This design comes from an exercise in tuning for small area and a short achievable clock period on the open sky130 flow, not from production work. No functional check of the RTL was part of any run shown here. Power figures rest on the tool's default switching activity, not on a simulated workload.

==> flow/design.v <==
`timescale 1ns / 1ps
`default_nettype none
module ArithmaticUnit(
		input wire clock_i, isWb_i, enable_i,
		input wire [4:0] wbAddress_i,
		input wire [6:0] opCode_i,
		input wire [15:0] pOperand_i, sOperand_i,
		output reg wbEnable_o,
		output reg [4:0] wbAddress_o,
		output reg [15:0] wbData_o,
		output reg [1:0] statusWriteback_o  
    );
	wire [15:0] P = pOperand_i;
	wire [15:0] S = sOperand_i;
	wire mul = opCode_i[1] & opCode_i[0];
	wire sub = opCode_i[1] & ~opCode_i[0];
	wire as  = opCode_i[1] ^ opCode_i[0];
	wire [7:0] one, two, neg;
	assign one[0] = opCode_i[0] ? (~opCode_i[1] | P[0]) : opCode_i[1];
	assign two[0] = opCode_i[1] & opCode_i[0] & P[1] & ~P[0];
	assign neg[0] = opCode_i[1] & (~opCode_i[0] | P[1]);
	genvar k;
	generate for (k = 1; k < 8; k = k + 1) begin : enc
		assign one[k] = mul & (P[2*k] ^ P[2*k-1]);
		assign two[k] = mul & ((P[2*k+1] & ~P[2*k] & ~P[2*k-1]) | (~P[2*k+1] & P[2*k] & P[2*k-1]));
		assign neg[k] = mul & P[2*k+1];
	end endgenerate
	wire pp0_0_n; pa_nand2 u_pp0_0_n (.a(one[0]), .b(S[0]), .y(pp0_0_n));
	wire pp0_0; pa_xnor2 u_pp0_0 (.a(pp0_0_n), .b(neg[0]), .y(pp0_0));
	wire pp0_1_n; pa_aoi22 u_pp0_1_n (.a(one[0]), .b(S[1]), .c(two[0]), .d(S[0]), .y(pp0_1_n));
	wire pp0_1; pa_xnor2 u_pp0_1 (.a(pp0_1_n), .b(neg[0]), .y(pp0_1));
	wire pp0_2_n; pa_aoi22 u_pp0_2_n (.a(one[0]), .b(S[2]), .c(two[0]), .d(S[1]), .y(pp0_2_n));
	wire pp0_2; pa_xnor2 u_pp0_2 (.a(pp0_2_n), .b(neg[0]), .y(pp0_2));
	wire pp0_3_n; pa_aoi22 u_pp0_3_n (.a(one[0]), .b(S[3]), .c(two[0]), .d(S[2]), .y(pp0_3_n));
	wire pp0_3; pa_xnor2 u_pp0_3 (.a(pp0_3_n), .b(neg[0]), .y(pp0_3));
	wire pp0_4_n; pa_aoi22 u_pp0_4_n (.a(one[0]), .b(S[4]), .c(two[0]), .d(S[3]), .y(pp0_4_n));
	wire pp0_4; pa_xnor2 u_pp0_4 (.a(pp0_4_n), .b(neg[0]), .y(pp0_4));
	wire pp0_5_n; pa_aoi22 u_pp0_5_n (.a(one[0]), .b(S[5]), .c(two[0]), .d(S[4]), .y(pp0_5_n));
	wire pp0_5; pa_xnor2 u_pp0_5 (.a(pp0_5_n), .b(neg[0]), .y(pp0_5));
	wire pp0_6_n; pa_aoi22 u_pp0_6_n (.a(one[0]), .b(S[6]), .c(two[0]), .d(S[5]), .y(pp0_6_n));
	wire pp0_6; pa_xnor2 u_pp0_6 (.a(pp0_6_n), .b(neg[0]), .y(pp0_6));
	wire pp0_7_n; pa_aoi22 u_pp0_7_n (.a(one[0]), .b(S[7]), .c(two[0]), .d(S[6]), .y(pp0_7_n));
	wire pp0_7; pa_xnor2 u_pp0_7 (.a(pp0_7_n), .b(neg[0]), .y(pp0_7));
	wire pp0_8_n; pa_aoi22 u_pp0_8_n (.a(one[0]), .b(S[8]), .c(two[0]), .d(S[7]), .y(pp0_8_n));
	wire pp0_8; pa_xnor2 u_pp0_8 (.a(pp0_8_n), .b(neg[0]), .y(pp0_8));
	wire pp0_9_n; pa_aoi22 u_pp0_9_n (.a(one[0]), .b(S[9]), .c(two[0]), .d(S[8]), .y(pp0_9_n));
	wire pp0_9; pa_xnor2 u_pp0_9 (.a(pp0_9_n), .b(neg[0]), .y(pp0_9));
	wire pp0_10_n; pa_aoi22 u_pp0_10_n (.a(one[0]), .b(S[10]), .c(two[0]), .d(S[9]), .y(pp0_10_n));
	wire pp0_10; pa_xnor2 u_pp0_10 (.a(pp0_10_n), .b(neg[0]), .y(pp0_10));
	wire pp0_11_n; pa_aoi22 u_pp0_11_n (.a(one[0]), .b(S[11]), .c(two[0]), .d(S[10]), .y(pp0_11_n));
	wire pp0_11; pa_xnor2 u_pp0_11 (.a(pp0_11_n), .b(neg[0]), .y(pp0_11));
	wire pp0_12_n; pa_aoi22 u_pp0_12_n (.a(one[0]), .b(S[12]), .c(two[0]), .d(S[11]), .y(pp0_12_n));
	wire pp0_12; pa_xnor2 u_pp0_12 (.a(pp0_12_n), .b(neg[0]), .y(pp0_12));
	wire pp0_13_n; pa_aoi22 u_pp0_13_n (.a(one[0]), .b(S[13]), .c(two[0]), .d(S[12]), .y(pp0_13_n));
	wire pp0_13; pa_xnor2 u_pp0_13 (.a(pp0_13_n), .b(neg[0]), .y(pp0_13));
	wire pp0_14_n; pa_aoi22 u_pp0_14_n (.a(one[0]), .b(S[14]), .c(two[0]), .d(S[13]), .y(pp0_14_n));
	wire pp0_14; pa_xnor2 u_pp0_14 (.a(pp0_14_n), .b(neg[0]), .y(pp0_14));
	wire pp0_15_n; pa_aoi22 u_pp0_15_n (.a(one[0]), .b(S[15]), .c(two[0]), .d(S[14]), .y(pp0_15_n));
	wire pp0_15; pa_xnor2 u_pp0_15 (.a(pp0_15_n), .b(neg[0]), .y(pp0_15));
	wire ng0 = neg[0];
	wire pp1_2_n; pa_aoi22 u_pp1_2_n (.a(one[1]), .b(S[0]), .c(as), .d(P[2]), .y(pp1_2_n));
	wire pp1_2; pa_xnor2 u_pp1_2 (.a(pp1_2_n), .b(neg[1]), .y(pp1_2));
	wire pp1_3_n; pa_aoi222 u_pp1_3_n (.a(one[1]), .b(S[1]), .c(two[1]), .d(S[0]), .e(as), .f(P[3]), .y(pp1_3_n));
	wire pp1_3; pa_xnor2 u_pp1_3 (.a(pp1_3_n), .b(neg[1]), .y(pp1_3));
	wire pp1_4_n; pa_aoi222 u_pp1_4_n (.a(one[1]), .b(S[2]), .c(two[1]), .d(S[1]), .e(as), .f(P[4]), .y(pp1_4_n));
	wire pp1_4; pa_xnor2 u_pp1_4 (.a(pp1_4_n), .b(neg[1]), .y(pp1_4));
	wire pp1_5_n; pa_aoi222 u_pp1_5_n (.a(one[1]), .b(S[3]), .c(two[1]), .d(S[2]), .e(as), .f(P[5]), .y(pp1_5_n));
	wire pp1_5; pa_xnor2 u_pp1_5 (.a(pp1_5_n), .b(neg[1]), .y(pp1_5));
	wire pp1_6_n; pa_aoi222 u_pp1_6_n (.a(one[1]), .b(S[4]), .c(two[1]), .d(S[3]), .e(as), .f(P[6]), .y(pp1_6_n));
	wire pp1_6; pa_xnor2 u_pp1_6 (.a(pp1_6_n), .b(neg[1]), .y(pp1_6));
	wire pp1_7_n; pa_aoi222 u_pp1_7_n (.a(one[1]), .b(S[5]), .c(two[1]), .d(S[4]), .e(as), .f(P[7]), .y(pp1_7_n));
	wire pp1_7; pa_xnor2 u_pp1_7 (.a(pp1_7_n), .b(neg[1]), .y(pp1_7));
	wire pp1_8_n; pa_aoi222 u_pp1_8_n (.a(one[1]), .b(S[6]), .c(two[1]), .d(S[5]), .e(as), .f(P[8]), .y(pp1_8_n));
	wire pp1_8; pa_xnor2 u_pp1_8 (.a(pp1_8_n), .b(neg[1]), .y(pp1_8));
	wire pp1_9_n; pa_aoi222 u_pp1_9_n (.a(one[1]), .b(S[7]), .c(two[1]), .d(S[6]), .e(as), .f(P[9]), .y(pp1_9_n));
	wire pp1_9; pa_xnor2 u_pp1_9 (.a(pp1_9_n), .b(neg[1]), .y(pp1_9));
	wire pp1_10_n; pa_aoi222 u_pp1_10_n (.a(one[1]), .b(S[8]), .c(two[1]), .d(S[7]), .e(as), .f(P[10]), .y(pp1_10_n));
	wire pp1_10; pa_xnor2 u_pp1_10 (.a(pp1_10_n), .b(neg[1]), .y(pp1_10));
	wire pp1_11_n; pa_aoi222 u_pp1_11_n (.a(one[1]), .b(S[9]), .c(two[1]), .d(S[8]), .e(as), .f(P[11]), .y(pp1_11_n));
	wire pp1_11; pa_xnor2 u_pp1_11 (.a(pp1_11_n), .b(neg[1]), .y(pp1_11));
	wire pp1_12_n; pa_aoi222 u_pp1_12_n (.a(one[1]), .b(S[10]), .c(two[1]), .d(S[9]), .e(as), .f(P[12]), .y(pp1_12_n));
	wire pp1_12; pa_xnor2 u_pp1_12 (.a(pp1_12_n), .b(neg[1]), .y(pp1_12));
	wire pp1_13_n; pa_aoi222 u_pp1_13_n (.a(one[1]), .b(S[11]), .c(two[1]), .d(S[10]), .e(as), .f(P[13]), .y(pp1_13_n));
	wire pp1_13; pa_xnor2 u_pp1_13 (.a(pp1_13_n), .b(neg[1]), .y(pp1_13));
	wire pp1_14_n; pa_aoi222 u_pp1_14_n (.a(one[1]), .b(S[12]), .c(two[1]), .d(S[11]), .e(as), .f(P[14]), .y(pp1_14_n));
	wire pp1_14; pa_xnor2 u_pp1_14 (.a(pp1_14_n), .b(neg[1]), .y(pp1_14));
	wire pp1_15_n; pa_aoi222 u_pp1_15_n (.a(one[1]), .b(S[13]), .c(two[1]), .d(S[12]), .e(as), .f(P[15]), .y(pp1_15_n));
	wire pp1_15; pa_xnor2 u_pp1_15 (.a(pp1_15_n), .b(neg[1]), .y(pp1_15));
	wire ng1 = neg[1];
	wire pp2_4_n; pa_nand2 u_pp2_4_n (.a(one[2]), .b(S[0]), .y(pp2_4_n));
	wire pp2_4; pa_xnor2 u_pp2_4 (.a(pp2_4_n), .b(neg[2]), .y(pp2_4));
	wire pp2_5_n; pa_aoi22 u_pp2_5_n (.a(one[2]), .b(S[1]), .c(two[2]), .d(S[0]), .y(pp2_5_n));
	wire pp2_5; pa_xnor2 u_pp2_5 (.a(pp2_5_n), .b(neg[2]), .y(pp2_5));
	wire pp2_6_n; pa_aoi22 u_pp2_6_n (.a(one[2]), .b(S[2]), .c(two[2]), .d(S[1]), .y(pp2_6_n));
	wire pp2_6; pa_xnor2 u_pp2_6 (.a(pp2_6_n), .b(neg[2]), .y(pp2_6));
	wire pp2_7_n; pa_aoi22 u_pp2_7_n (.a(one[2]), .b(S[3]), .c(two[2]), .d(S[2]), .y(pp2_7_n));
	wire pp2_7; pa_xnor2 u_pp2_7 (.a(pp2_7_n), .b(neg[2]), .y(pp2_7));
	wire pp2_8_n; pa_aoi22 u_pp2_8_n (.a(one[2]), .b(S[4]), .c(two[2]), .d(S[3]), .y(pp2_8_n));
	wire pp2_8; pa_xnor2 u_pp2_8 (.a(pp2_8_n), .b(neg[2]), .y(pp2_8));
	wire pp2_9_n; pa_aoi22 u_pp2_9_n (.a(one[2]), .b(S[5]), .c(two[2]), .d(S[4]), .y(pp2_9_n));
	wire pp2_9; pa_xnor2 u_pp2_9 (.a(pp2_9_n), .b(neg[2]), .y(pp2_9));
	wire pp2_10_n; pa_aoi22 u_pp2_10_n (.a(one[2]), .b(S[6]), .c(two[2]), .d(S[5]), .y(pp2_10_n));
	wire pp2_10; pa_xnor2 u_pp2_10 (.a(pp2_10_n), .b(neg[2]), .y(pp2_10));
	wire pp2_11_n; pa_aoi22 u_pp2_11_n (.a(one[2]), .b(S[7]), .c(two[2]), .d(S[6]), .y(pp2_11_n));
	wire pp2_11; pa_xnor2 u_pp2_11 (.a(pp2_11_n), .b(neg[2]), .y(pp2_11));
	wire pp2_12_n; pa_aoi22 u_pp2_12_n (.a(one[2]), .b(S[8]), .c(two[2]), .d(S[7]), .y(pp2_12_n));
	wire pp2_12; pa_xnor2 u_pp2_12 (.a(pp2_12_n), .b(neg[2]), .y(pp2_12));
	wire pp2_13_n; pa_aoi22 u_pp2_13_n (.a(one[2]), .b(S[9]), .c(two[2]), .d(S[8]), .y(pp2_13_n));
	wire pp2_13; pa_xnor2 u_pp2_13 (.a(pp2_13_n), .b(neg[2]), .y(pp2_13));
	wire pp2_14_n; pa_aoi22 u_pp2_14_n (.a(one[2]), .b(S[10]), .c(two[2]), .d(S[9]), .y(pp2_14_n));
	wire pp2_14; pa_xnor2 u_pp2_14 (.a(pp2_14_n), .b(neg[2]), .y(pp2_14));
	wire pp2_15_n; pa_aoi22 u_pp2_15_n (.a(one[2]), .b(S[11]), .c(two[2]), .d(S[10]), .y(pp2_15_n));
	wire pp2_15; pa_xnor2 u_pp2_15 (.a(pp2_15_n), .b(neg[2]), .y(pp2_15));
	wire ng2 = neg[2];
	wire pp3_6_n; pa_nand2 u_pp3_6_n (.a(one[3]), .b(S[0]), .y(pp3_6_n));
	wire pp3_6; pa_xnor2 u_pp3_6 (.a(pp3_6_n), .b(neg[3]), .y(pp3_6));
	wire pp3_7_n; pa_aoi22 u_pp3_7_n (.a(one[3]), .b(S[1]), .c(two[3]), .d(S[0]), .y(pp3_7_n));
	wire pp3_7; pa_xnor2 u_pp3_7 (.a(pp3_7_n), .b(neg[3]), .y(pp3_7));
	wire pp3_8_n; pa_aoi22 u_pp3_8_n (.a(one[3]), .b(S[2]), .c(two[3]), .d(S[1]), .y(pp3_8_n));
	wire pp3_8; pa_xnor2 u_pp3_8 (.a(pp3_8_n), .b(neg[3]), .y(pp3_8));
	wire pp3_9_n; pa_aoi22 u_pp3_9_n (.a(one[3]), .b(S[3]), .c(two[3]), .d(S[2]), .y(pp3_9_n));
	wire pp3_9; pa_xnor2 u_pp3_9 (.a(pp3_9_n), .b(neg[3]), .y(pp3_9));
	wire pp3_10_n; pa_aoi22 u_pp3_10_n (.a(one[3]), .b(S[4]), .c(two[3]), .d(S[3]), .y(pp3_10_n));
	wire pp3_10; pa_xnor2 u_pp3_10 (.a(pp3_10_n), .b(neg[3]), .y(pp3_10));
	wire pp3_11_n; pa_aoi22 u_pp3_11_n (.a(one[3]), .b(S[5]), .c(two[3]), .d(S[4]), .y(pp3_11_n));
	wire pp3_11; pa_xnor2 u_pp3_11 (.a(pp3_11_n), .b(neg[3]), .y(pp3_11));
	wire pp3_12_n; pa_aoi22 u_pp3_12_n (.a(one[3]), .b(S[6]), .c(two[3]), .d(S[5]), .y(pp3_12_n));
	wire pp3_12; pa_xnor2 u_pp3_12 (.a(pp3_12_n), .b(neg[3]), .y(pp3_12));
	wire pp3_13_n; pa_aoi22 u_pp3_13_n (.a(one[3]), .b(S[7]), .c(two[3]), .d(S[6]), .y(pp3_13_n));
	wire pp3_13; pa_xnor2 u_pp3_13 (.a(pp3_13_n), .b(neg[3]), .y(pp3_13));
	wire pp3_14_n; pa_aoi22 u_pp3_14_n (.a(one[3]), .b(S[8]), .c(two[3]), .d(S[7]), .y(pp3_14_n));
	wire pp3_14; pa_xnor2 u_pp3_14 (.a(pp3_14_n), .b(neg[3]), .y(pp3_14));
	wire pp3_15_n; pa_aoi22 u_pp3_15_n (.a(one[3]), .b(S[9]), .c(two[3]), .d(S[8]), .y(pp3_15_n));
	wire pp3_15; pa_xnor2 u_pp3_15 (.a(pp3_15_n), .b(neg[3]), .y(pp3_15));
	wire ng3 = neg[3];
	wire pp4_8_n; pa_nand2 u_pp4_8_n (.a(one[4]), .b(S[0]), .y(pp4_8_n));
	wire pp4_8; pa_xnor2 u_pp4_8 (.a(pp4_8_n), .b(neg[4]), .y(pp4_8));
	wire pp4_9_n; pa_aoi22 u_pp4_9_n (.a(one[4]), .b(S[1]), .c(two[4]), .d(S[0]), .y(pp4_9_n));
	wire pp4_9; pa_xnor2 u_pp4_9 (.a(pp4_9_n), .b(neg[4]), .y(pp4_9));
	wire pp4_10_n; pa_aoi22 u_pp4_10_n (.a(one[4]), .b(S[2]), .c(two[4]), .d(S[1]), .y(pp4_10_n));
	wire pp4_10; pa_xnor2 u_pp4_10 (.a(pp4_10_n), .b(neg[4]), .y(pp4_10));
	wire pp4_11_n; pa_aoi22 u_pp4_11_n (.a(one[4]), .b(S[3]), .c(two[4]), .d(S[2]), .y(pp4_11_n));
	wire pp4_11; pa_xnor2 u_pp4_11 (.a(pp4_11_n), .b(neg[4]), .y(pp4_11));
	wire pp4_12_n; pa_aoi22 u_pp4_12_n (.a(one[4]), .b(S[4]), .c(two[4]), .d(S[3]), .y(pp4_12_n));
	wire pp4_12; pa_xnor2 u_pp4_12 (.a(pp4_12_n), .b(neg[4]), .y(pp4_12));
	wire pp4_13_n; pa_aoi22 u_pp4_13_n (.a(one[4]), .b(S[5]), .c(two[4]), .d(S[4]), .y(pp4_13_n));
	wire pp4_13; pa_xnor2 u_pp4_13 (.a(pp4_13_n), .b(neg[4]), .y(pp4_13));
	wire pp4_14_n; pa_aoi22 u_pp4_14_n (.a(one[4]), .b(S[6]), .c(two[4]), .d(S[5]), .y(pp4_14_n));
	wire pp4_14; pa_xnor2 u_pp4_14 (.a(pp4_14_n), .b(neg[4]), .y(pp4_14));
	wire pp4_15_n; pa_aoi22 u_pp4_15_n (.a(one[4]), .b(S[7]), .c(two[4]), .d(S[6]), .y(pp4_15_n));
	wire pp4_15; pa_xnor2 u_pp4_15 (.a(pp4_15_n), .b(neg[4]), .y(pp4_15));
	wire ng4 = neg[4];
	wire pp5_10_n; pa_nand2 u_pp5_10_n (.a(one[5]), .b(S[0]), .y(pp5_10_n));
	wire pp5_10; pa_xnor2 u_pp5_10 (.a(pp5_10_n), .b(neg[5]), .y(pp5_10));
	wire pp5_11_n; pa_aoi22 u_pp5_11_n (.a(one[5]), .b(S[1]), .c(two[5]), .d(S[0]), .y(pp5_11_n));
	wire pp5_11; pa_xnor2 u_pp5_11 (.a(pp5_11_n), .b(neg[5]), .y(pp5_11));
	wire pp5_12_n; pa_aoi22 u_pp5_12_n (.a(one[5]), .b(S[2]), .c(two[5]), .d(S[1]), .y(pp5_12_n));
	wire pp5_12; pa_xnor2 u_pp5_12 (.a(pp5_12_n), .b(neg[5]), .y(pp5_12));
	wire pp5_13_n; pa_aoi22 u_pp5_13_n (.a(one[5]), .b(S[3]), .c(two[5]), .d(S[2]), .y(pp5_13_n));
	wire pp5_13; pa_xnor2 u_pp5_13 (.a(pp5_13_n), .b(neg[5]), .y(pp5_13));
	wire pp5_14_n; pa_aoi22 u_pp5_14_n (.a(one[5]), .b(S[4]), .c(two[5]), .d(S[3]), .y(pp5_14_n));
	wire pp5_14; pa_xnor2 u_pp5_14 (.a(pp5_14_n), .b(neg[5]), .y(pp5_14));
	wire pp5_15_n; pa_aoi22 u_pp5_15_n (.a(one[5]), .b(S[5]), .c(two[5]), .d(S[4]), .y(pp5_15_n));
	wire pp5_15; pa_xnor2 u_pp5_15 (.a(pp5_15_n), .b(neg[5]), .y(pp5_15));
	wire ng5 = neg[5];
	wire pp6_12_n; pa_nand2 u_pp6_12_n (.a(one[6]), .b(S[0]), .y(pp6_12_n));
	wire pp6_12; pa_xnor2 u_pp6_12 (.a(pp6_12_n), .b(neg[6]), .y(pp6_12));
	wire pp6_13_n; pa_aoi22 u_pp6_13_n (.a(one[6]), .b(S[1]), .c(two[6]), .d(S[0]), .y(pp6_13_n));
	wire pp6_13; pa_xnor2 u_pp6_13 (.a(pp6_13_n), .b(neg[6]), .y(pp6_13));
	wire pp6_14_n; pa_aoi22 u_pp6_14_n (.a(one[6]), .b(S[2]), .c(two[6]), .d(S[1]), .y(pp6_14_n));
	wire pp6_14; pa_xnor2 u_pp6_14 (.a(pp6_14_n), .b(neg[6]), .y(pp6_14));
	wire pp6_15_n; pa_aoi22 u_pp6_15_n (.a(one[6]), .b(S[3]), .c(two[6]), .d(S[2]), .y(pp6_15_n));
	wire pp6_15; pa_xnor2 u_pp6_15 (.a(pp6_15_n), .b(neg[6]), .y(pp6_15));
	wire ng6 = neg[6];
	wire pp7_14_n; pa_nand2 u_pp7_14_n (.a(one[7]), .b(S[0]), .y(pp7_14_n));
	wire pp7_14; pa_xnor2 u_pp7_14 (.a(pp7_14_n), .b(neg[7]), .y(pp7_14));
	wire pp7_15_n; pa_aoi22 u_pp7_15_n (.a(one[7]), .b(S[1]), .c(two[7]), .d(S[0]), .y(pp7_15_n));
	wire pp7_15; pa_xnor2 u_pp7_15 (.a(pp7_15_n), .b(neg[7]), .y(pp7_15));
	wire ng7 = neg[7];
	wire xp0 = as & P[0];
	wire xp1 = as & P[1];
	wire hs0, hc0; pa_ha u_hs0 (.a(ng5), .b(pp2_10), .s(hs0), .co(hc0));
	wire hs1, hc1; pa_ha u_hs1 (.a(pp2_11), .b(pp3_11), .s(hs1), .co(hc1));
	wire hs2, hc2; pa_ha u_hs2 (.a(ng6), .b(pp2_12), .s(hs2), .co(hc2));
	wire fs0_x, fs0, fc0; pa_xor2 u_fs0_x (.a(pp3_12), .b(pp4_12), .y(fs0_x)); pa_xor2 u_fs0 (.a(fs0_x), .b(pp5_12), .y(fs0)); pa_maj3 u_fc0 (.a(pp3_12), .b(pp4_12), .c(pp5_12), .y(fc0));
	wire hs3, hc3; pa_ha u_hs3 (.a(pp2_13), .b(pp3_13), .s(hs3), .co(hc3));
	wire fs1_x, fs1, fc1; pa_xor2 u_fs1_x (.a(pp4_13), .b(pp5_13), .y(fs1_x)); pa_xor2 u_fs1 (.a(fs1_x), .b(pp6_13), .y(fs1)); pa_maj3 u_fc1 (.a(pp4_13), .b(pp5_13), .c(pp6_13), .y(fc1));
	wire hs4, hc4; pa_ha u_hs4 (.a(ng7), .b(pp2_14), .s(hs4), .co(hc4));
	wire fs2, fc2; pa_fa u_fs2 (.a(pp3_14), .b(pp4_14), .c(pp0_14), .s(fs2), .co(fc2));
	wire fs3_x, fs3, fc3; pa_xor2 u_fs3_x (.a(pp5_14), .b(pp6_14), .y(fs3_x)); pa_xor2 u_fs3 (.a(fs3_x), .b(pp7_14), .y(fs3)); pa_maj3 u_fc3 (.a(pp5_14), .b(pp6_14), .c(pp7_14), .y(fc3));
	wire hs5, hc5; pa_ha u_hs5 (.a(pp2_15), .b(pp3_15), .s(hs5), .co(hc5));
	wire fs4, fc4; pa_fa u_fs4 (.a(pp4_15), .b(pp5_15), .c(pp1_15), .s(fs4), .co(fc4));
	wire fs5, fc5; pa_fa u_fs5 (.a(pp6_15), .b(pp7_15), .c(pp0_15), .s(fs5), .co(fc5));
	wire hs6, hc6; pa_ha u_hs6 (.a(ng3), .b(pp2_6), .s(hs6), .co(hc6));
	wire hs7, hc7; pa_ha u_hs7 (.a(pp2_7), .b(pp3_7), .s(hs7), .co(hc7));
	wire hs8, hc8; pa_ha u_hs8 (.a(ng4), .b(pp2_8), .s(hs8), .co(hc8));
	wire fs6, fc6; pa_fa u_fs6 (.a(pp3_8), .b(pp4_8), .c(pp0_8), .s(fs6), .co(fc6));
	wire hs9, hc9; pa_ha u_hs9 (.a(pp2_9), .b(pp3_9), .s(hs9), .co(hc9));
	wire fs7, fc7; pa_fa u_fs7 (.a(pp4_9), .b(pp0_9), .c(pp1_9), .s(fs7), .co(fc7));
	wire fs8, fc8; pa_fa u_fs8 (.a(pp3_10), .b(pp4_10), .c(hs0), .s(fs8), .co(fc8));
	wire fs9_x, fs9, fc9; pa_xor2 u_fs9_x (.a(pp5_10), .b(pp0_10), .y(fs9_x)); pa_xor2 u_fs9 (.a(fs9_x), .b(pp1_10), .y(fs9)); pa_maj3 u_fc9 (.a(pp5_10), .b(pp0_10), .c(pp1_10), .y(fc9));
	wire fs10_x, fs10, fc10; pa_xor2 u_fs10_x (.a(pp4_11), .b(pp5_11), .y(fs10_x)); pa_xor2 u_fs10 (.a(fs10_x), .b(hs1), .y(fs10)); pa_maj3 u_fc10 (.a(pp4_11), .b(pp5_11), .c(hs1), .y(fc10));
	wire fs11_x, fs11, fc11; pa_xor2 u_fs11_x (.a(pp0_11), .b(pp1_11), .y(fs11_x)); pa_xor2 u_fs11 (.a(fs11_x), .b(hc0), .y(fs11)); pa_maj3 u_fc11 (.a(pp0_11), .b(pp1_11), .c(hc0), .y(fc11));
	wire fs12_x, fs12, fc12; pa_xor2 u_fs12_x (.a(pp6_12), .b(pp0_12), .y(fs12_x)); pa_xor2 u_fs12 (.a(fs12_x), .b(fs0), .y(fs12)); pa_maj3 u_fc12 (.a(pp6_12), .b(pp0_12), .c(fs0), .y(fc12));
	wire fs13_x, fs13, fc13; pa_xor2 u_fs13_x (.a(pp1_12), .b(hc1), .y(fs13_x)); pa_xor2 u_fs13 (.a(fs13_x), .b(hs2), .y(fs13)); pa_maj3 u_fc13 (.a(pp1_12), .b(hc1), .c(hs2), .y(fc13));
	wire fs14_x, fs14, fc14; pa_xor2 u_fs14_x (.a(pp0_13), .b(pp1_13), .y(fs14_x)); pa_xor2 u_fs14 (.a(fs14_x), .b(fs1), .y(fs14)); pa_maj3 u_fc14 (.a(pp0_13), .b(pp1_13), .c(fs1), .y(fc14));
	wire fs15_x, fs15, fc15; pa_xor2 u_fs15_x (.a(hc2), .b(hs3), .y(fs15_x)); pa_xor2 u_fs15 (.a(fs15_x), .b(fc0), .y(fs15)); pa_maj3 u_fc15 (.a(hc2), .b(hs3), .c(fc0), .y(fc15));
	wire fs16_x, fs16, fc16; pa_xor2 u_fs16_x (.a(pp1_14), .b(hc3), .y(fs16_x)); pa_xor2 u_fs16 (.a(fs16_x), .b(fs3), .y(fs16)); pa_maj3 u_fc16 (.a(pp1_14), .b(hc3), .c(fs3), .y(fc16));
	wire fs17_x, fs17, fc17; pa_xor2 u_fs17_x (.a(hs4), .b(fc1), .y(fs17_x)); pa_xor2 u_fs17 (.a(fs17_x), .b(fs2), .y(fs17)); pa_maj3 u_fc17 (.a(hs4), .b(fc1), .c(fs2), .y(fc17));
	wire fs18_x, fs18, fc18; pa_xor2 u_fs18_x (.a(hc4), .b(hs5), .y(fs18_x)); pa_xor2 u_fs18 (.a(fs18_x), .b(fc2), .y(fs18)); pa_maj3 u_fc18 (.a(hc4), .b(hs5), .c(fc2), .y(fc18));
	wire fs19_x, fs19, fc19; pa_xor2 u_fs19_x (.a(fc3), .b(fs4), .y(fs19_x)); pa_xor2 u_fs19 (.a(fs19_x), .b(fs5), .y(fs19)); pa_maj3 u_fc19 (.a(fc3), .b(fs4), .c(fs5), .y(fc19));
	wire hs10, hc10; pa_ha u_hs10 (.a(ng2), .b(pp2_4), .s(hs10), .co(hc10));
	wire hs11, hc11; pa_ha u_hs11 (.a(pp2_5), .b(pp0_5), .s(hs11), .co(hc11));
	wire fs20, fc20; pa_fa u_fs20 (.a(pp3_6), .b(pp0_6), .c(pp1_6), .s(fs20), .co(fc20));
	wire fs21, fc21; pa_fa u_fs21 (.a(pp0_7), .b(pp1_7), .c(hc6), .s(fs21), .co(fc21));
	wire fs22, fc22; pa_fa u_fs22 (.a(pp1_8), .b(hc7), .c(hs8), .s(fs22), .co(fc22));
	wire fs23_x, fs23, fc23; pa_xor2 u_fs23_x (.a(hc8), .b(hs9), .y(fs23_x)); pa_xor2 u_fs23 (.a(fs23_x), .b(fc6), .y(fs23)); pa_maj3 u_fc23 (.a(hc8), .b(hs9), .c(fc6), .y(fc23));
	wire fs24_x, fs24, fc24; pa_xor2 u_fs24_x (.a(hc9), .b(fc7), .y(fs24_x)); pa_xor2 u_fs24 (.a(fs24_x), .b(fs9), .y(fs24)); pa_maj3 u_fc24 (.a(hc9), .b(fc7), .c(fs9), .y(fc24));
	wire fs25_x, fs25, fc25; pa_xor2 u_fs25_x (.a(fc9), .b(fs11), .y(fs25_x)); pa_xor2 u_fs25 (.a(fs25_x), .b(fs10), .y(fs25)); pa_maj3 u_fc25 (.a(fc9), .b(fs11), .c(fs10), .y(fc25));
	wire fs26_x, fs26, fc26; pa_xor2 u_fs26_x (.a(fc11), .b(fs12), .y(fs26_x)); pa_xor2 u_fs26 (.a(fs26_x), .b(fc10), .y(fs26)); pa_maj3 u_fc26 (.a(fc11), .b(fs12), .c(fc10), .y(fc26));
	wire fs27_x, fs27, fc27; pa_xor2 u_fs27_x (.a(fs14), .b(fc13), .y(fs27_x)); pa_xor2 u_fs27 (.a(fs27_x), .b(fs15), .y(fs27)); pa_maj3 u_fc27 (.a(fs14), .b(fc13), .c(fs15), .y(fc27));
	wire fs28_x, fs28, fc28; pa_xor2 u_fs28_x (.a(fc15), .b(fs16), .y(fs28_x)); pa_xor2 u_fs28 (.a(fs28_x), .b(fc14), .y(fs28)); pa_maj3 u_fc28 (.a(fc15), .b(fs16), .c(fc14), .y(fc28));
	wire fs29_x, fs29, fc29; pa_xor2 u_fs29_x (.a(fs18), .b(fc16), .y(fs29_x)); pa_xor2 u_fs29 (.a(fs29_x), .b(fc17), .y(fs29)); pa_maj3 u_fc29 (.a(fs18), .b(fc16), .c(fc17), .y(fc29));
	wire hs12, hc12; pa_ha u_hs12 (.a(xp0), .b(ng0), .s(hs12), .co(hc12));
	wire hs13, hc13; pa_ha u_hs13 (.a(xp1), .b(pp0_1), .s(hs13), .co(hc13));
	wire fs30, fc30; pa_fa u_fs30 (.a(ng1), .b(pp0_2), .c(pp1_2), .s(fs30), .co(fc30));
	wire hs14, hc14; pa_ha u_hs14 (.a(pp0_3), .b(pp1_3), .s(hs14), .co(hc14));
	wire fs31, fc31; pa_fa u_fs31 (.a(pp0_4), .b(pp1_4), .c(hs10), .s(fs31), .co(fc31));
	wire fs32, fc32; pa_fa u_fs32 (.a(pp1_5), .b(hc10), .c(hs11), .s(fs32), .co(fc32));
	wire fs33, fc33; pa_fa u_fs33 (.a(hs6), .b(hc11), .c(fs20), .s(fs33), .co(fc33));
	wire fs34, fc34; pa_fa u_fs34 (.a(hs7), .b(fc20), .c(fs21), .s(fs34), .co(fc34));
	wire fs35_x, fs35, fc35; pa_xor2 u_fs35_x (.a(fs6), .b(fc21), .y(fs35_x)); pa_xor2 u_fs35 (.a(fs35_x), .b(fs22), .y(fs35)); pa_maj3 u_fc35 (.a(fs6), .b(fc21), .c(fs22), .y(fc35));
	wire fs36, fc36; pa_fa u_fs36 (.a(fs7), .b(fc22), .c(fs23), .s(fs36), .co(fc36));
	wire fs37_x, fs37, fc37; pa_xor2 u_fs37_x (.a(fs8), .b(fc23), .y(fs37_x)); pa_xor2 u_fs37 (.a(fs37_x), .b(fs24), .y(fs37)); pa_maj3 u_fc37 (.a(fs8), .b(fc23), .c(fs24), .y(fc37));
	wire fs38_x, fs38, fc38; pa_xor2 u_fs38_x (.a(fc8), .b(fc24), .y(fs38_x)); pa_xor2 u_fs38 (.a(fs38_x), .b(fs25), .y(fs38)); pa_maj3 u_fc38 (.a(fc8), .b(fc24), .c(fs25), .y(fc38));
	wire fs39_x, fs39, fc39; pa_xor2 u_fs39_x (.a(fs13), .b(fc25), .y(fs39_x)); pa_xor2 u_fs39 (.a(fs39_x), .b(fs26), .y(fs39)); pa_maj3 u_fc39 (.a(fs13), .b(fc25), .c(fs26), .y(fc39));
	wire fs40_x, fs40, fc40; pa_xor2 u_fs40_x (.a(fc12), .b(fc26), .y(fs40_x)); pa_xor2 u_fs40 (.a(fs40_x), .b(fs27), .y(fs40)); pa_maj3 u_fc40 (.a(fc12), .b(fc26), .c(fs27), .y(fc40));
	wire fs41_x, fs41, fc41; pa_xor2 u_fs41_x (.a(fs17), .b(fc27), .y(fs41_x)); pa_xor2 u_fs41 (.a(fs41_x), .b(fs28), .y(fs41)); pa_maj3 u_fc41 (.a(fs17), .b(fc27), .c(fs28), .y(fc41));
	wire fs42_x, fs42, fc42; pa_xor2 u_fs42_x (.a(fs19), .b(fc28), .y(fs42_x)); pa_xor2 u_fs42 (.a(fs42_x), .b(fs29), .y(fs42)); pa_maj3 u_fc42 (.a(fs19), .b(fc28), .c(fs29), .y(fc42));
	wire [15:0] ra = {fc41, fc40, fc39, fc38, fc37, fc36, fc35, fc34, fc33, fc32, fc31, hc14, fc30, hc13, hc12, hs12};
	wire [15:0] rb = {fs42, fs41, fs40, fs39, fs38, fs37, fs36, fs35, fs34, fs33, fs32, fs31, hs14, fs30, hs13, pp0_0};
	wire [15:0] g0, p0;
	pa_xor2 u_p0_0 (.a(ra[0]), .b(rb[0]), .y(p0[0])); pa_and2 u_g0_0 (.a(ra[0]), .b(rb[0]), .y(g0[0]));
	pa_xor2 u_p0_1 (.a(ra[1]), .b(rb[1]), .y(p0[1])); pa_and2 u_g0_1 (.a(ra[1]), .b(rb[1]), .y(g0[1]));
	pa_xor2 u_p0_2 (.a(ra[2]), .b(rb[2]), .y(p0[2])); pa_and2 u_g0_2 (.a(ra[2]), .b(rb[2]), .y(g0[2]));
	pa_xor2 u_p0_3 (.a(ra[3]), .b(rb[3]), .y(p0[3])); pa_and2 u_g0_3 (.a(ra[3]), .b(rb[3]), .y(g0[3]));
	pa_xor2 u_p0_4 (.a(ra[4]), .b(rb[4]), .y(p0[4])); pa_and2 u_g0_4 (.a(ra[4]), .b(rb[4]), .y(g0[4]));
	pa_xor2 u_p0_5 (.a(ra[5]), .b(rb[5]), .y(p0[5])); pa_and2 u_g0_5 (.a(ra[5]), .b(rb[5]), .y(g0[5]));
	pa_xor2 u_p0_6 (.a(ra[6]), .b(rb[6]), .y(p0[6])); pa_and2 u_g0_6 (.a(ra[6]), .b(rb[6]), .y(g0[6]));
	pa_xor2 u_p0_7 (.a(ra[7]), .b(rb[7]), .y(p0[7])); pa_and2 u_g0_7 (.a(ra[7]), .b(rb[7]), .y(g0[7]));
	pa_xor2 u_p0_8 (.a(ra[8]), .b(rb[8]), .y(p0[8])); pa_and2 u_g0_8 (.a(ra[8]), .b(rb[8]), .y(g0[8]));
	pa_xor2 u_p0_9 (.a(ra[9]), .b(rb[9]), .y(p0[9])); pa_and2 u_g0_9 (.a(ra[9]), .b(rb[9]), .y(g0[9]));
	pa_xor2 u_p0_10 (.a(ra[10]), .b(rb[10]), .y(p0[10])); pa_and2 u_g0_10 (.a(ra[10]), .b(rb[10]), .y(g0[10]));
	pa_xor2 u_p0_11 (.a(ra[11]), .b(rb[11]), .y(p0[11])); pa_and2 u_g0_11 (.a(ra[11]), .b(rb[11]), .y(g0[11]));
	pa_xor2 u_p0_12 (.a(ra[12]), .b(rb[12]), .y(p0[12])); pa_and2 u_g0_12 (.a(ra[12]), .b(rb[12]), .y(g0[12]));
	pa_xor2 u_p0_13 (.a(ra[13]), .b(rb[13]), .y(p0[13])); pa_and2 u_g0_13 (.a(ra[13]), .b(rb[13]), .y(g0[13]));
	pa_xor2 u_p0_14 (.a(ra[14]), .b(rb[14]), .y(p0[14])); pa_and2 u_g0_14 (.a(ra[14]), .b(rb[14]), .y(g0[14]));
	pa_xor2 u_p0_15 (.a(ra[15]), .b(rb[15]), .y(p0[15])); pa_and2 u_g0_15 (.a(ra[15]), .b(rb[15]), .y(g0[15]));
	wire g1_1 = g0[1] | (p0[1] & g0[0]);
	wire g1_3 = g0[3] | (p0[3] & g0[2]);
	wire p1_3 = p0[3] & p0[2];
	wire g1_5 = g0[5] | (p0[5] & g0[4]);
	wire p1_5 = p0[5] & p0[4];
	wire g1_7 = g0[7] | (p0[7] & g0[6]);
	wire p1_7 = p0[7] & p0[6];
	wire g1_9 = g0[9] | (p0[9] & g0[8]);
	wire p1_9 = p0[9] & p0[8];
	wire g1_11 = g0[11] | (p0[11] & g0[10]);
	wire p1_11 = p0[11] & p0[10];
	wire g1_13 = g0[13] | (p0[13] & g0[12]);
	wire p1_13 = p0[13] & p0[12];
	wire g1_15 = g0[15] | (p0[15] & g0[14]);
	wire p1_15 = p0[15] & p0[14];
	wire g2_2 = g0[2] | (p0[2] & g1_1);
	wire g2_3 = g1_3 | (p1_3 & g1_1);
	wire g2_6 = g0[6] | (p0[6] & g1_5);
	wire p2_6 = p0[6] & p1_5;
	wire g2_7 = g1_7 | (p1_7 & g1_5);
	wire p2_7 = p1_7 & p1_5;
	wire g2_10 = g0[10] | (p0[10] & g1_9);
	wire p2_10 = p0[10] & p1_9;
	wire g2_11 = g1_11 | (p1_11 & g1_9);
	wire p2_11 = p1_11 & p1_9;
	wire g2_14 = g0[14] | (p0[14] & g1_13);
	wire p2_14 = p0[14] & p1_13;
	wire g2_15 = g1_15 | (p1_15 & g1_13);
	wire p2_15 = p1_15 & p1_13;
	wire g3_4 = g0[4] | (p0[4] & g2_3);
	wire g3_5 = g1_5 | (p1_5 & g2_3);
	wire g3_6 = g2_6 | (p2_6 & g2_3);
	wire g3_7 = g2_7 | (p2_7 & g2_3);
	wire g3_12 = g0[12] | (p0[12] & g2_11);
	wire p3_12 = p0[12] & p2_11;
	wire g3_13 = g1_13 | (p1_13 & g2_11);
	wire p3_13 = p1_13 & p2_11;
	wire g3_14 = g2_14 | (p2_14 & g2_11);
	wire p3_14 = p2_14 & p2_11;
	wire g3_15 = g2_15 | (p2_15 & g2_11);
	wire p3_15 = p2_15 & p2_11;
	wire g4_8 = g0[8] | (p0[8] & g3_7);
	wire g4_9 = g1_9 | (p1_9 & g3_7);
	wire g4_10 = g2_10 | (p2_10 & g3_7);
	wire g4_11 = g2_11 | (p2_11 & g3_7);
	wire g4_12 = g3_12 | (p3_12 & g3_7);
	wire g4_13 = g3_13 | (p3_13 & g3_7);
	wire g4_14 = g3_14 | (p3_14 & g3_7);
	wire g4_15 = g3_15 | (p3_15 & g3_7);
	wire [16:0] sum;
	assign sum[0] = p0[0];
	pa_xor2 u_sum_1 (.a(p0[1]), .b(g0[0]), .y(sum[1]));
	pa_xor2 u_sum_2 (.a(p0[2]), .b(g1_1), .y(sum[2]));
	pa_xor2 u_sum_3 (.a(p0[3]), .b(g2_2), .y(sum[3]));
	pa_xor2 u_sum_4 (.a(p0[4]), .b(g2_3), .y(sum[4]));
	pa_xor2 u_sum_5 (.a(p0[5]), .b(g3_4), .y(sum[5]));
	pa_xor2 u_sum_6 (.a(p0[6]), .b(g3_5), .y(sum[6]));
	pa_xor2 u_sum_7 (.a(p0[7]), .b(g3_6), .y(sum[7]));
	pa_xor2 u_sum_8 (.a(p0[8]), .b(g3_7), .y(sum[8]));
	pa_xor2 u_sum_9 (.a(p0[9]), .b(g4_8), .y(sum[9]));
	pa_xor2 u_sum_10 (.a(p0[10]), .b(g4_9), .y(sum[10]));
	pa_xor2 u_sum_11 (.a(p0[11]), .b(g4_10), .y(sum[11]));
	pa_xor2 u_sum_12 (.a(p0[12]), .b(g4_11), .y(sum[12]));
	pa_xor2 u_sum_13 (.a(p0[13]), .b(g4_12), .y(sum[13]));
	pa_xor2 u_sum_14 (.a(p0[14]), .b(g4_13), .y(sum[14]));
	pa_xor2 u_sum_15 (.a(p0[15]), .b(g4_14), .y(sum[15]));
	assign sum[16] = g4_15;
	wire cout = sum[16] | hc5 | fc4 | fc5 | fc18 | fc19 | fc29 | fc42;
	wire arith = ~|opCode_i[6:2];
	always @(posedge clock_i)
	begin
		if (enable_i)
		begin
			wbEnable_o <= isWb_i & |opCode_i;
			wbAddress_o <= wbAddress_i;
			if (arith) wbData_o <= sum[15:0];
			if (arith & as) statusWriteback_o <= {~opCode_i[1] & cout, opCode_i[1] & ~cout};
		end
	end
endmodule
module pa_aoi22(input wire a, b, c, d, output wire y);
	assign y = ~((a & b) | (c & d));
endmodule
module pa_aoi222(input wire a, b, c, d, e, f, output wire y);
	assign y = ~((a & b) | (c & d) | (e & f));
endmodule
module pa_nand2(input wire a, b, output wire y);
	assign y = ~(a & b);
endmodule
module pa_xnor2(input wire a, b, output wire y);
	assign y = ~(a ^ b);
endmodule
module pa_xor2(input wire a, b, output wire y);
	assign y = a ^ b;
endmodule
module pa_and2(input wire a, b, output wire y);
	assign y = a & b;
endmodule
module pa_maj3(input wire a, b, c, output wire y);
	assign y = (a & b) | (a & c) | (b & c);
endmodule
module pa_nor2(input wire a, b, output wire y);
	assign y = ~(a | b);
endmodule
module pa_inv(input wire a, output wire y);
	assign y = ~a;
endmodule
module pa_aoi21(input wire a1, a2, b1, output wire y);
	assign y = ~((a1 & a2) | b1);
endmodule
module pa_oai21(input wire a1, a2, b1, output wire y);
	assign y = ~((a1 | a2) & b1);
endmodule
module pa_fa(input wire a, b, c, output wire s, co);
	assign s = a ^ b ^ c;
	assign co = (a & b) | (a & c) | (b & c);
endmodule
module pa_ha(input wire a, b, output wire s, co);
	assign s = a ^ b;
	assign co = a & b;
endmodule
==> flow/flow/run.sh <==
#!/bin/bash
# Standard ORFS layout, with smaller port buffers and free cell resizing.
set -euo pipefail
bash standard.sh MATCH_CELL_FOOTPRINT=0 ABC_LOAD_IN_FF=1 "BUFFER_PORTS_ARGS=-buffer_cell sky130_fd_sc_hd__buf_1" finish > make_finish.log 2>&1
==> flow/standard.sh <==
#!/bin/bash
# synth_recipe.tcl (not shown) runs the flow's synth.tcl, then flattens the netlist and writes it again
# the make line also repeats each setting of config.mk as NAME=value (left out here)
make -C /OpenROAD-flow-scripts/flow DESIGN_CONFIG=/design/flow/config.mk WORK_HOME=/design/flow/orfs CLKGATE_MAP_FILE= SYNTH_SCRIPT=/design/flow/synth_recipe.tcl "${@:-finish}"
==> flow/config.mk <==
export PLATFORM = sky130hd
export DESIGN_NAME = ArithmaticUnit
export DESIGN_NICKNAME = ArithmaticUnit
export VERILOG_FILES = /design/flow/design.v
export SDC_FILE = /design/flow/constraint.sdc
export NUM_CORES = 4
export LEC_CHECK = 0
export CAP_MARGIN = 20
export CORE_MARGIN = 2
export CORE_UTILIZATION = 45
export SETUP_SLACK_MARGIN = 2.5
export SLEW_MARGIN = 20
export SYNTH_HIERARCHICAL = 1
export SYNTH_MINIMUM_KEEP_SIZE = 0
==> flow/constraint.sdc <==
create_clock -name core_clock -period 8.0 [get_ports {clock_i}]
set_input_delay 1.6000 -clock core_clock [delete_from_list [all_inputs] [get_ports {clock_i}]]
set_output_delay 1.6000 -clock core_clock [all_outputs]
set_load 0.01 [all_outputs]
==> impl_metrics.py, run 1 <==
metrics = {
    "drt": {
        "via_per_inst": 5.77,
        "drtIter0Drc": 225,
        "vias": 3661,
        "ant_nets": 0,
        "drtPass1Iterations": 6,
        "wl_per_cell_um": 16.7,
        "drcViolationCount": 0,
        "wirelength_um": 10600,
    },
    "clocking": {
        "cts_tree": "done",
        "cts_buffer_depth": 2,
        "clock_sinks": 24,
        "cts_root_buffer": "clkbuf_8",
        "ctsHtreeMaxLevel": 1,
        "clk_pin_slew_ns": 0.09,
        "cts_buffers": 3,
    },
    "power": {
        "total_power_mw": 1.15,
        "ir_worst_vdd_uv": 111,
        "power_density_nw_per_um2": 236,
        "p_leak_nw": 1.92,
    },
    "critical_path": {
        "end_kind": "flop",
        "critPathKind": "input pin to flop",
        "path_max_fanout": 22,
        "worstPathArrival_ns": 5.30,
        "crit_end": "wbData_o[14]$_DFFE_PP_",
        "start_kind": "input pin",
        "critPathRequiredTime_ns": 8.01,
        "cp-startpoint": "opCode_i[1]",
    },
    "grt": {
        "grt_first_pass_wirelength_um": 17200,
        "grt_start_max_net_pins": 23,
        "grt_pass1_vias": 3550,
        "antenna_found_initial": 0,
        "overflow": 0,
        "grt_usage": 0.212,
    },
    "floorplanning": {
        "num_io_pins": 71,
        "fp-row-count": 35,
        "die-area_um2": 10200,
        "initial_utilization": 0.462,
        "die_w_um": 101,
        "die_h_um": 101,
        "core_um2": 9200,
    },
    "min_path": {
        "min_path_type": "input pin to flop",
    },
    "timing": {
        "finalCritPeriodShare": 0.662,
        "tns_ns": 0,
        "rsz0062_at_grt": "false",
        "fmax_mhz": 189,
        "setup_ws_ns": 2.70,
        "setup_viol_count_final": 0,
        "min_period_ns": 5.30,
        "hold_viol": 0,
        "drv_slew": 0,
        "slew_headroom": 0.477,
        "tightest_slew_ns": 0.785,
        "hold_ws_ns": 1.50,
    },
    "synth": {
        "ys.flop_type": "edfxtp_1",
        "syn-instance-count": 443,
        "syn_nets": 522,
        "synth_top_area_cell": "xor2_1",
        "synth-edff-count": 24,
        "ys_types": 29,
        "syn_area_um2": 4250,
        "async_flop_share": 0,
        "synth.avg_cell_area_um2": 9.59,
        "synthDominantCellAreaShare": 0.194,
        "synth.top_cells.by_area": "xor2_1 19%, edfxtp_1 17%, xnor2_1 15%, a22oi_1 9.2%, maj3_2 7.4%",
        "ys_warn_count": 7,
        "yosysSeqAreaShare": 0.170,
        "ys_ff_latch": 24,
    },
    "cells_and_area": {
        "synthToLayoutAreaGrowth_pct": 14.2,
        "design_area_um2": 4850,
        "antennaDiodeCount": 0,
        "drive_gt1_frac": 0.120,
        "final_nets": 603,
        "final_common_cell": "xor2_1",
        "final_cell_mix": "92 x xor2_1, 72 x xnor2_1, 68 x buf_1",
    },
    "place": {
        "gp_congestion": 0.926,
        "dpl_worst_slack_ns": 1.79,
        "dp_hpwl_um": 8330,
        "portBuffers": 70,
        "place_area_um2": 4660,
    },
    "run": {
        "cap_violations": 0,
    },
    "outcome": {
        "status": "no timing/DRC/antenna violations",
    },
}
## sequential cells by signal, indices dropped and copies added, names as in the netlist
name,count
statusWriteback_o,2
wbAddress_o,5
wbData_o,16
wbEnable_o,1
## cell usage after synthesis (4+ instances only)
| cell type | number |
|---|---|
| xor2_1 | 94 |
| xnor2_1 | 72 |
| a22oi_1 | 52 |
| and2_0 | 41 |
| maj3_2 | 28 |
| nand2_1 | 26 |
| edfxtp_1 | 24 |
| ha_1 | 17 |
| fa_1 | 15 |
| a222oi_1 | 13 |
| nor2_1 | 12 |
| a21o_1 | 10 |
| o21ai_0 | 10 |
| a21oi_1 | 7 |
| inv_1 | 4 |
## what timing repair did
| action | in CTS | in global routing |
|---|---|---|
| resized for setup | 14 | 24 |
| hold buffers | 0 | 0 |
| setup buffers | 0 | 6 |
| cloned | 0 | 0 |
| setup endpoints to repair | 9 | 8 |
| pin swaps | 0 | 6 |
## worst min path at each step
stage,from,end,slack [ns],cells after the start
floorplan,wbAddress_i[0],wbAddress_o[0]$_DFFE_PP_,1.70,0
global placement,wbAddress_i[1],wbAddress_o[1]$_DFFE_PP_,1.77,1
detailed placement,wbAddress_i[0],wbAddress_o[0]$_DFFE_PP_,1.79,1
CTS,wbAddress_i[0],wbAddress_o[0]$_DFFE_PP_,1.49,1
global route,wbAddress_i[1],wbAddress_o[1]$_DFFE_PP_,1.49,1
finish,wbAddress_i[3],wbAddress_o[3]$_DFFE_PP_,1.50,1
## stage by stage
| step | utilization | instances |
|---|---|---|
| floorplan | - | 443 |
| global placement | 0.507 | 624 |
| detailed placement | 0.507 | 624 |
| CTS | 0.516 | 628 |
| global route | 0.527 | 634 |
| finish | 0.527 | 634 |
## where the power goes
part           leakage [nW]  internal [mW]  switching, mW  total, mW
sequential            0.219          0.192        0.00123      0.193
combinational          1.66          0.366          0.480      0.846
clock                0.0357         0.0669         0.0391      0.106
total                  1.92          0.625          0.520       1.15
## per-module statistics from Yosys, one instance, submodules excluded
module	copies in the design	cells inside	area, µm²
pa_xor2	87	1	8.76
pa_ha	15	1	12.5
pa_xnor2	72	1	8.76
pa_aoi22	52	1	7.51
ArithmaticUnit	1	138	1400
pa_fa	15	1	20.0
pa_aoi222	13	1	10.0
pa_maj3	28	1	11.3
pa_nand2	7	1	3.75
pa_and2	16	1	6.26
## critical path, stage by stage
cell and delay [ns]:
buf_1 0.18, ha_4 0.27, and2_2 0.33, a22oi_1 0.12, xnor2_1 0.19, ha_1 0.21
fa_1 0.50, fa_1 0.44, xor2_1 0.22, a21oi_1 0.15, o21ai_0 0.11, a31o_4 0.25
a21o_1 0.18, a21o_1 0.20, a21o_1 0.19, xor2_1 0.16
## logic make-up (layout without fill, tap and decap cells)
logic type,after synthesis,after routing,synth area share
flops,24,24,0.170
fa+ha+maj,60,60,0.195
compound gates,100,100,0.182
xor+xnor,166,166,0.342
simple gates,87,87,0.106
buf+inv,6,86,0.00530
## cell type report
type | count | area, µm²
Multi-Input combinational cell | 413 | 3580
Fill cell | 876 | 4350
Clock buffer | 3 | 41.3
Timing Repair Buffer | 78 | 325
Sequential cell | 24 | 721
Clock inverter | 1 | 30.0
Tap cell | 111 | 139
Inverter | 4 | 15.0
## per-layer routing
| layer | track usage | wire length [µm] | part of all wire |
|---|---|---|---|
| met5 | 0 | 0 | 0 |
| met1 | 0.281 | 4710 | 0.44 |
| met4 | 0.0686 | 101 | 0.0095 |
| met3 | 0.0269 | 722 | 0.068 |
| met2 | 0.359 | 5070 | 0.48 |
==> inputs of run 2 (changes only) <==
--- a/flow/design.v
+++ b/flow/design.v
@@ -194,10 +194,10 @@
 	wire hs6, hc6; pa_ha u_hs6 (.a(ng3), .b(pp2_6), .s(hs6), .co(hc6));
 	wire hs7, hc7; pa_ha u_hs7 (.a(pp2_7), .b(pp3_7), .s(hs7), .co(hc7));
 	wire hs8, hc8; pa_ha u_hs8 (.a(ng4), .b(pp2_8), .s(hs8), .co(hc8));
-	wire fs6, fc6; pa_fa u_fs6 (.a(pp3_8), .b(pp4_8), .c(pp0_8), .s(fs6), .co(fc6));
+	wire fs6_x, fs6, fc6; pa_xor2 u_fs6_x (.a(pp3_8), .b(pp4_8), .y(fs6_x)); pa_xor2 u_fs6 (.a(fs6_x), .b(pp0_8), .y(fs6)); pa_maj3 u_fc6 (.a(pp3_8), .b(pp4_8), .c(pp0_8), .y(fc6));
 	wire hs9, hc9; pa_ha u_hs9 (.a(pp2_9), .b(pp3_9), .s(hs9), .co(hc9));
-	wire fs7, fc7; pa_fa u_fs7 (.a(pp4_9), .b(pp0_9), .c(pp1_9), .s(fs7), .co(fc7));
-	wire fs8, fc8; pa_fa u_fs8 (.a(pp3_10), .b(pp4_10), .c(hs0), .s(fs8), .co(fc8));
+	wire fs7_x, fs7, fc7; pa_xor2 u_fs7_x (.a(pp4_9), .b(pp0_9), .y(fs7_x)); pa_xor2 u_fs7 (.a(fs7_x), .b(pp1_9), .y(fs7)); pa_maj3 u_fc7 (.a(pp4_9), .b(pp0_9), .c(pp1_9), .y(fc7));
+	wire fs8_x, fs8, fc8; pa_xor2 u_fs8_x (.a(pp3_10), .b(pp4_10), .y(fs8_x)); pa_xor2 u_fs8 (.a(fs8_x), .b(hs0), .y(fs8)); pa_maj3 u_fc8 (.a(pp3_10), .b(pp4_10), .c(hs0), .y(fc8));
 	wire fs9_x, fs9, fc9; pa_xor2 u_fs9_x (.a(pp5_10), .b(pp0_10), .y(fs9_x)); pa_xor2 u_fs9 (.a(fs9_x), .b(pp1_10), .y(fs9)); pa_maj3 u_fc9 (.a(pp5_10), .b(pp0_10), .c(pp1_10), .y(fc9));
 	wire fs10_x, fs10, fc10; pa_xor2 u_fs10_x (.a(pp4_11), .b(pp5_11), .y(fs10_x)); pa_xor2 u_fs10 (.a(fs10_x), .b(hs1), .y(fs10)); pa_maj3 u_fc10 (.a(pp4_11), .b(pp5_11), .c(hs1), .y(fc10));
 	wire fs11_x, fs11, fc11; pa_xor2 u_fs11_x (.a(pp0_11), .b(pp1_11), .y(fs11_x)); pa_xor2 u_fs11 (.a(fs11_x), .b(hc0), .y(fs11)); pa_maj3 u_fc11 (.a(pp0_11), .b(pp1_11), .c(hc0), .y(fc11));
@@ -228,9 +228,9 @@
 	wire fs31, fc31; pa_fa u_fs31 (.a(pp0_4), .b(pp1_4), .c(hs10), .s(fs31), .co(fc31));
 	wire fs32, fc32; pa_fa u_fs32 (.a(pp1_5), .b(hc10), .c(hs11), .s(fs32), .co(fc32));
 	wire fs33, fc33; pa_fa u_fs33 (.a(hs6), .b(hc11), .c(fs20), .s(fs33), .co(fc33));
-	wire fs34, fc34; pa_fa u_fs34 (.a(hs7), .b(fc20), .c(fs21), .s(fs34), .co(fc34));
+	wire fs34_x, fs34, fc34; pa_xor2 u_fs34_x (.a(hs7), .b(fc20), .y(fs34_x)); pa_xor2 u_fs34 (.a(fs34_x), .b(fs21), .y(fs34)); pa_maj3 u_fc34 (.a(hs7), .b(fc20), .c(fs21), .y(fc34));
 	wire fs35_x, fs35, fc35; pa_xor2 u_fs35_x (.a(fs6), .b(fc21), .y(fs35_x)); pa_xor2 u_fs35 (.a(fs35_x), .b(fs22), .y(fs35)); pa_maj3 u_fc35 (.a(fs6), .b(fc21), .c(fs22), .y(fc35));
-	wire fs36, fc36; pa_fa u_fs36 (.a(fs7), .b(fc22), .c(fs23), .s(fs36), .co(fc36));
+	wire fs36_x, fs36, fc36; pa_xor2 u_fs36_x (.a(fs7), .b(fc22), .y(fs36_x)); pa_xor2 u_fs36 (.a(fs36_x), .b(fs23), .y(fs36)); pa_maj3 u_fc36 (.a(fs7), .b(fc22), .c(fs23), .y(fc36));
 	wire fs37_x, fs37, fc37; pa_xor2 u_fs37_x (.a(fs8), .b(fc23), .y(fs37_x)); pa_xor2 u_fs37 (.a(fs37_x), .b(fs24), .y(fs37)); pa_maj3 u_fc37 (.a(fs8), .b(fc23), .c(fs24), .y(fc37));
 	wire fs38_x, fs38, fc38; pa_xor2 u_fs38_x (.a(fc8), .b(fc24), .y(fs38_x)); pa_xor2 u_fs38 (.a(fs38_x), .b(fs25), .y(fs38)); pa_maj3 u_fc38 (.a(fc8), .b(fc24), .c(fs25), .y(fc38));
 	wire fs39_x, fs39, fc39; pa_xor2 u_fs39_x (.a(fs13), .b(fc25), .y(fs39_x)); pa_xor2 u_fs39 (.a(fs39_x), .b(fs26), .y(fs39)); pa_maj3 u_fc39 (.a(fs13), .b(fc25), .c(fs26), .y(fc39));
@@ -323,7 +323,10 @@
 	pa_xor2 u_sum_14 (.a(p0[14]), .b(g4_13), .y(sum[14]));
 	pa_xor2 u_sum_15 (.a(p0[15]), .b(g4_14), .y(sum[15]));
 	assign sum[16] = g4_15;
-	wire cout = sum[16] | hc5 | fc4 | fc5 | fc18 | fc19 | fc29 | fc42;
+	wire x15 = P[15] ^ S[15] ^ (opCode_i[1] & ~opCode_i[0]);
+	wire cout_g1 = x15 ? p0[15] : P[15];    
+	wire cout_g0 = x15 ? ~p0[15] : P[15];   
+	wire cout = g4_14 ? cout_g1 : cout_g0;
 	wire arith = ~|opCode_i[6:2];
 	always @(posedge clock_i)
 	begin
--- a/flow/config.mk
+++ b/flow/config.mk
@@ -7,7 +7,7 @@
 export LEC_CHECK = 0
 export CAP_MARGIN = 20
 export CORE_MARGIN = 2
-export CORE_UTILIZATION = 45
+export CORE_UTILIZATION = 50
 export SETUP_SLACK_MARGIN = 2.5
 export SLEW_MARGIN = 20
 export SYNTH_HIERARCHICAL = 1
==> impl_metrics.py, run 2 <==
metrics = {
    "outcome": {
        "status": "no timing/DRC/antenna violations",
    },
    "floorplanning": {
        "die-area_um2": 9410,
        "fp-row-count": 33,
        "core_um2": 8300,
        "die_h_um": 97.0,
        "initial_utilization": 0.521,
        "die_w_um": 97.0,
        "num_io_pins": 71,
    },
    "place": {
        "gp_congestion": 0.974,
        "dp_hpwl_um": 8910,
        "place_area_um2": 4720,
        "place_inst": 636,
        "portBuffers": 70,
    },
    "clocking": {
        "clock_sinks": 24,
        "cts_buffer_depth": 2,
        "cts_buffers": 3,
        "cts_tree": "done",
        "clk_pin_slew_ns": 0.10,
        "cts_root_buffer": "clkbuf_8",
        "ctsHtreeMaxLevel": 1,
    },
    "critical_path": {
        "path_max_fanout": 6,
        "cp_slowest_cell": "or2_2",
        "cp-startpoint": "opCode_i[1]",
        "path_depth": 18,
        "critPathKind": "input pin to flop",
        "crit_top_cell": "xor2_1",
        "crit_buf_inv": 2,
        "worstPathArrival_ns": 5.35,
        "crit_end": "wbData_o[15]$_DFFE_PP_",
        "slowest_delay_ns": 0.37,
        "critPathRequiredTime_ns": 8.00,
        "start_kind": "input pin",
        "end_kind": "flop",
        "crit_family": "XOR/XNOR gates",
        "cp_cell_sequence": "clkbuf_4, ha_4, buf_12, and2_2, a22oi_1, xnor2_1, xor2_1, xor2_1, xor2_1, xor2_1, xor2_2, xor2_2, xor2_2, nand3_1, or2_2, and2_4, nand2_1, xor2_1",
    },
    "synth": {
        "ys_ff_latch": 24,
        "ys_types": 36,
        "synth.top_cells.by_area": "xor2_1 21%, edfxtp_1 17%, xnor2_1 15%, a22oi_1 9.0%, maj3_2 7.6%",
        "syn-instance-count": 462,
        "ys_top_cells_by_count": "105 x xor2_1, 72 x xnor2_1, 52 x a22oi_1",
        "synth.avg_cell_area_um2": 9.36,
        "synth.most_common_cell": "xor2_1",
        "syn_nets": 537,
        "synthDominantCellAreaShare": 0.213,
        "synth_top_area_cell": "xor2_1",
        "syn_area_um2": 4320,
        "ys.flop_type": "edfxtp_1",
        "async_flop_share": 0,
        "ys_warn_count": 7,
        "synth-edff-count": 24,
        "yosysSeqAreaShare": 0.167,
    },
    "cells_and_area": {
        "final_cell_mix": "97 x xor2_1, 70 x xnor2_1, 60 x buf_1",
        "regArea_um2": 721,
        "synthToLayoutAreaGrowth_pct": 20.1,
        "largestRegisters": "wbData_o (16), wbAddress_o (5), statusWriteback_o (2)",
        "final_util": 0.626,
        "final_common_cell": "xor2_1",
        "fillers": 740,
        "largest_reg_flops": 16,
        "drive_gt1_frac": 0.189,
        "final_nets": 632,
        "stdcell_count": 661,
        "design_area_um2": 5190,
        "antennaDiodeCount": 0,
        "regMostFlops": "wbData_o",
        "multi_input_area_um2": 3780,
    },
    "drt": {
        "drcViolationCount": 0,
        "ant_nets": 0,
        "drtPass1Iterations": 8,
        "wirelength_um": 11900,
        "via_per_inst": 5.87,
        "vias": 3882,
        "drtIter0Drc": 258,
        "wl_per_cell_um": 17.9,
    },
    "grt": {
        "overflow": 0,
        "grt_usage": 0.236,
        "grt_first_pass_wirelength_um": 18000,
        "antenna_found_initial": 0,
        "grt_pass1_vias": 3339,
        "grt_start_max_net_pins": 23,
    },
    "timing": {
        "finalCritPeriodShare": 0.668,
        "fmax_mhz": 187,
        "min_period_ns": 5.35,
        "tns_ns": 0,
        "drv_slew": 0,
        "tightest_slew_ns": 0.791,
        "setup_viol_count_final": 0,
        "hold_viol": 0,
        "slew_headroom": 0.473,
        "rsz0062_at_grt": "false",
    },
    "power": {
        "p_leak_nw": 2.12,
        "power_density_nw_per_um2": 254,
        "ir_worst_vdd_uv": 160,
        "total_power_mw": 1.32,
    },
    "min_path": {
        "min_path_type": "input pin to flop",
    },
    "run": {
        "cap_violations": 0,
    },
}
run 2: cell count changes in the layout (fill, tap and decap cells not counted), moves of 3 or more:
cell      before  now
xor2_2         2    8
and2_0        25   22
xor2_1        92   97
a21oi_1        7    4
buf_4          8   16
fa_1          15   10
and2_4         1    9
buf_1         68   60
and2_2        10    7
clkbuf_2       2    9
run 2: per-module statistics from Yosys, one instance, submodules excluded:
| module | flops+latches | cells | copies in the design | area [µm²] |
|---|---|---|---|---|
| pa_maj3 | 0 | 1 | 29 | 11.3 |
| pa_nand2 | 0 | 1 | 7 | 3.75 |
| pa_aoi22 | 0 | 1 | 52 | 7.51 |
| pa_xnor2 | 0 | 1 | 72 | 8.76 |
| pa_aoi222 | 0 | 1 | 13 | 10.0 |
| pa_fa | 0 | 1 | 10 | 20.0 |
| ArithmaticUnit | 24 | 152 | 1 | 1490 |
| pa_xor2 | 0 | 1 | 97 | 8.76 |
| pa_ha | 0 | 1 | 15 | 12.5 |
| pa_and2 | 0 | 1 | 15 | 6.26 |
run 2: worst min-delay path by stage:
stage	startpoint	endpoint	slack (ns)	depth (start not counted)
CTS	wbAddress_i[3]	wbAddress_o[3]$_DFFE_PP_	1.48	1
finish	wbAddress_i[1]	wbAddress_o[1]$_DFFE_PP_	1.48	1
floorplan	wbAddress_i[0]	wbAddress_o[0]$_DFFE_PP_	1.70	0
global placement	wbAddress_i[0]	wbAddress_o[0]$_DFFE_PP_	1.77	1
detailed placement	wbAddress_i[3]	wbAddress_o[3]$_DFFE_PP_	1.77	1
global route	wbAddress_i[1]	wbAddress_o[1]$_DFFE_PP_	1.47	1
run 2: kinds of logic (layout without fill, tap and decap cells):
family / Yosys count / count (layout) / synth area share
AO/OA/AOI/OAI: 105 / 105 / 0.183
flip-flops: 24 / 24 / 0.167
XOR/XNOR: 177 / 177 / 0.359
AND/OR/NAND/NOR: 92 / 93 / 0.111
adder cells (fa/ha/maj): 57 / 57 / 0.174
buffers and inverters: 7 / 100 / 0.00608
run 2: routing by layer:
| metal | vias to the layer above | wire (µm) | track usage |
|---|---|---|---|
| met2 | 137 | 5810 | 0.401 |
| li1 | 1874 | - | - |
| met4 | 0 | 182 | 0.0379 |
| met1 | 1857 | 5180 | 0.332 |
| met3 | 14 | 688 | 0.0195 |
| met5 | - | 0 | 0 |
run 2: through the flow:
stage / hold WS, ns / setup WS, ns
3_3_place_gp: 1.77 / 1.52
2_1_floorplan: 1.70 / 2.59
3_5_place_dp: 1.77 / 1.43
4_1_cts: 1.48 / 2.50
5_1_grt: 1.47 / 2.45
6_report: 1.48 / 2.65
run 2: what timing repair did:
| item | CTS | global route |
|---|---|---|
| endpoints found under the setup margin | 12 | 8 |
| hold buffers | 0 | 0 |
| buffers inserted | 1 | 19 |
| pin swaps | 3 | 28 |
| resized for setup | 31 | 52 |
| gates cloned | 0 | 1 |
run 2: layout make-up:
class | instances | share of cell area
multi-input combinational | 432 | 0.728
sequential | 24 | 0.139
timing repair buffer | 91 | 0.0901
tap | 105 | 0.0253
clock buffer | 3 | 0.00795
clock inverter | 1 | 0.00578
inverter | 5 | 0.00361
run 2: power breakdown:
| group | total (mW) | leakage, nW | switching (mW) | internal (mW) |
|---|---|---|---|---|
| Sequential | 0.196 | 0.219 | 0.00139 | 0.195 |
| Clock | 0.109 | 0.0357 | 0.0416 | 0.0669 |
| Combinational | 1.01 | 1.87 | 0.565 | 0.450 |
| Total | 1.32 | 2.12 | 0.608 | 0.711 |

static timing again, ports no longer ideal:
In the flow no input, the clock included, has a driving cell. The finished layouts below were timed again as built, in two steps.
Step 1, drivers: a clkbuf_16 drives clock_i and a buf_2 each remaining input, both assumed.
Step 2, shift: input delay + t, output delay - t, t = (earliest + latest rising clock arrival at the registers) / 2. This alone moves slack from input paths to output paths.
Three values: no drivers, after step 1, after step 2; two values: the first two.
run	t (ns)	slack for setup (ns)	worst setup path after step 2	slew at the worst register clock pin (ns)
run 1	0.292	2.704 / 2.710 / 2.418	input to register	0.09 / 0.09
run 2	0.296	2.653 / 2.655 / 2.359	input to register	0.10 / 0.10
After both steps every run listed still meets setup and hold. The setup slack of run 2, which loses most, moves by +0.002 ns with the drivers and by -0.294 ns with both steps.
